From an optimization exercise on the open Yosys and OpenROAD flow, aimed at small area and a short achievable clock period; shortcuts taken in it are not production practice.
Only simulation tests tie the RTL to the original design; equivalence was not proved.

// fir_3tap
module fir_3tap (input clk,
                 input [7:0] Xin,
                 input [7:0] H0,
                 input [7:0] H1,
                 input [7:0] H2,
                 output reg [15:0] Yout);
Settings: LEC_CHECK=0, CAP_MARGIN=20, CORE_MARGIN=2, CORE_UTILIZATION=65, CTS_BUF_LIST=sky130_fd_sc_hd__clkbuf_8, SLEW_MARGIN=20, SYNTH_HIERARCHICAL=1, SYNTH_MINIMUM_KEEP_SIZE=0, TNS_END_PERCENT=0; clock period 12.5 ns.
standard.sh (not shown) runs the stock make flow with config.mk's settings and CLKGATE_MAP_FILE= SYNTH_SCRIPT=/design/flow/synth_recipe.tcl, a recipe that flattens the netlist after the stock synthesis.
==> flow/flow/run.sh <==
#!/bin/bash
# The standard layout (standard.sh), with two changes to how it is made:
# - ports are buffered with buf_1 instead of the default delay buffer;
# - repair_timing aims for 6.6 ns of setup slack instead of 0.
set -euo pipefail
export SETUP_SLACK_MARGIN=6.6
export BUFFER_PORTS_ARGS="-buffer_cell sky130_fd_sc_hd__buf_1"
bash standard.sh > standard.log 2>&1
Next try:
- CTS_BUF_LIST: sky130_fd_sc_hd__clkbuf_8 -> sky130_fd_sc_hd__clkbuf_16
- CTS_CLUSTER_SIZE: default -> 50
What happened: Critical path depth does not change; die area is unchanged; non-clock buffer count stays the same; cell area came out higher by about 1.2%; area after synthesis is unchanged.
Next try:
==> flow/run.sh (new file) <==
#!/bin/bash
# synth_recipe.tcl (not shown) runs the flow's synth.tcl, then flattens the netlist and writes it again
# the make line also repeats each setting of config.mk as NAME=value (left out here)
make -C /OpenROAD-flow-scripts/flow DESIGN_CONFIG=/design/flow/config.mk WORK_HOME=/design/flow/orfs CLKGATE_MAP_FILE= SYNTH_SCRIPT=/design/flow/synth_recipe.tcl finish
- CTS_BUF_LIST: sky130_fd_sc_hd__clkbuf_16 -> sky130_fd_sc_hd__clkbuf_8
- CTS_CLUSTER_SIZE: 50 -> default
- SETUP_SLACK_MARGIN: default -> 5
removed: flow/flow/run.sh
removed: flow/standard.sh
After rerunning: Global-route usage went up by 0.23 points; final area went up slightly; worst setup slack got worse by 1100 ps; register-to-register slack got worse by 200 ps; utilization went up by 1.2 points; synthesized area stays the same.
Next try:
==> flow/flow/run.sh (new file) <==
#!/bin/bash
# The standard layout (standard.sh), with two changes to how it is made:
# - ports are buffered with buf_1 instead of the default delay buffer;
# - repair_timing aims for 6.6 ns of setup slack instead of 0.
set -euo pipefail
export SETUP_SLACK_MARGIN=6.6
export BUFFER_PORTS_ARGS="-buffer_cell sky130_fd_sc_hd__buf_1"
bash standard.sh > standard.log 2>&1
==> flow/standard.sh (new file) <==
#!/bin/bash
# synth_recipe.tcl (not shown) runs the flow's synth.tcl, then flattens the netlist and writes it again
# the make line also repeats each setting of config.mk as NAME=value (left out here)
make -C /OpenROAD-flow-scripts/flow DESIGN_CONFIG=/design/flow/config.mk WORK_HOME=/design/flow/orfs CLKGATE_MAP_FILE= SYNTH_SCRIPT=/design/flow/synth_recipe.tcl "${@:-finish}"
- CORE_UTILIZATION: 65 -> 78
- SETUP_SLACK_MARGIN: 5 -> default
removed: flow/run.sh
Outcome: Sequential share of layout area climbs by 0.48 points. Cell area drops by a few percent. Cell count drops by a few percent. Non-clock buffer count climbs by 2. Global-route usage climbs by 6.2 points. Setup slack gets better by 1000 ps.

* * *

fir_3tap, a different RTL version from the one above (not shown whole).
For scale: roughly 56 flip-flops, about 49 I/O pins.
clock: 12.5 ns
lec_check: 0
cap_margin: 20
core_margin: 2
core_utilization: 55
cts_buf_list: sky130_fd_sc_hd__clkbuf_8
slew_margin: 20
synth_hierarchical: 1
synth_minimum_keep_size: 0
tns_end_percent: 0
==> flow/flow/run.sh <==
#!/bin/bash
# The standard layout (standard.sh), with three changes to how it is made:
# - ports are buffered with buf_1 instead of the default delay buffer;
# - repair_timing aims for 6.9 ns of setup slack instead of 0;
# - repair_timing fixes setup by resizing and pin swapping only (no new buffers).
set -euo pipefail
export SETUP_SLACK_MARGIN=6.9
export SETUP_MOVE_SEQUENCE=unbuffer,sizeup,swap
export BUFFER_PORTS_ARGS="-buffer_cell sky130_fd_sc_hd__buf_1"
bash standard.sh > standard.log 2>&1
Then changed:
Settings changed: CORE_UTILIZATION 55 to 45.
Result: Via count is about the same. Cell area is about the same. Clock-buffer cell count does not change.
Then changed:
==> flow/flow/run.sh (replaced) <==
#!/bin/bash
# The standard layout (standard.sh), with two changes to how it is made:
# - ports are buffered with buf_1 instead of the default delay buffer;
# - repair_timing aims for 6.9 ns of setup slack instead of 0.
set -euo pipefail
export SETUP_SLACK_MARGIN=6.9
export SETUP_MOVE_SEQUENCE=unbuffer,sizeup,swap
export BUFFER_PORTS_ARGS="-buffer_cell sky130_fd_sc_hd__buf_1"
bash standard.sh > standard.log 2>&1
Settings changed: CORE_UTILIZATION 45 to 55.
Non-clock buffer count drops by 1.
Routed wire length climbs by 0.60%.
Worst setup slack got worse by 0.018 ns.
Area after synthesis is unchanged.
Via count barely changes.
Then changed:
==> flow/flow/run.sh (replaced) <==
#!/bin/bash
# The standard layout (standard.sh), with two changes to how it is made:
# - ports are buffered with buf_1 instead of the default delay buffer;
# - repair_timing aims for 7.1 ns of setup slack instead of 0.
set -euo pipefail
export SETUP_SLACK_MARGIN=7.1
export BUFFER_PORTS_ARGS="-buffer_cell sky130_fd_sc_hd__buf_1"
bash standard.sh > standard.log 2>&1
Outcome:
- final area goes up by a few percent
- first-iteration DRC count goes up slightly
- count of clock-buffer cells in the layout stays the same
- utilization goes up by 2.6 points
- synthesized cell count stays the same
Then changed:
==> flow/flow/run.sh (replaced) <==
#!/bin/bash
# The standard layout (standard.sh), with two changes to how it is made:
# - ports are buffered with buf_1 instead of the default delay buffer;
# - repair_timing aims for 6.9 ns of setup slack instead of 0.
set -euo pipefail
export SETUP_SLACK_MARGIN=6.9
export BUFFER_PORTS_ARGS="-buffer_cell sky130_fd_sc_hd__buf_1"
bash standard.sh > standard.log 2>&1
=>
- The changed run finished clean
- first-iteration DRC count goes up by 13%
- hold slack degrades by 0.0092 ns
- count of clock-buffer cells in the layout does not change
- synthesized area stays the same
- design area hardly moves
- worst setup slack gets better by 0.050 ns

port drivers added, routing unchanged:
The results above use ideal ports. As a check the final layouts listed here were re-extracted and re-timed, cells and wires unchanged.
Step 1 assumes that a clkbuf_16 drives the clock port and a buf_2 every other input.
Step 2 moves the port delays by t, midway between the first and last clock arrival at a register: inputs arrive t later, outputs are due t later. That takes back most of the time a late clock gives input paths.
a / b / c = ideal ports / drivers / drivers and shift; a / b = the first two.
run | t, ns | setup WS [ns] | clock arrival spread, ns | slew at the worst register clock pin (ns) | cell pins on the clock port's net
the first run of note 1 | 0.335 | 6.745 / 6.756 / 6.421 | 0.010 / 0.010 | 0.09 / 0.09 | 1
the second run of note 1 | 0.324 | 6.770 / 6.787 / 6.463 | 0.006 / 0.005 | 0.07 / 0.07 | 1
the third run of note 1 | 0.343 | 5.657 / 5.665 / 5.322 | 0.012 / 0.011 | 0.10 / 0.10 | 1
the fourth run of note 1 | 0.336 | 6.665 / 6.680 / 6.345 | 0.005 / 0.005 | 0.09 / 0.09 | 1
the first run of note 2 | 0.373 | 6.931 / 6.943 / 6.570 | 0.010 / 0.010 | 0.11 / 0.11 | 1
the second run of note 2 | 0.370 | 6.949 / 6.949 / 6.592 | 0.010 / 0.010 | 0.11 / 0.11 | 1
the third run of note 2 | 0.373 | 6.931 / 6.943 / 6.570 | 0.010 / 0.010 | 0.11 / 0.11 | 1
the fourth run of note 2 | 0.368 | 6.970 / 6.985 / 6.617 | 0.008 / 0.008 | 0.11 / 0.11 | 1
the fifth run of note 2 | 0.372 | 7.020 / 7.034 / 6.662 | 0.008 / 0.009 | 0.11 / 0.11 | 1
After both steps setup and hold are still met in every run listed.
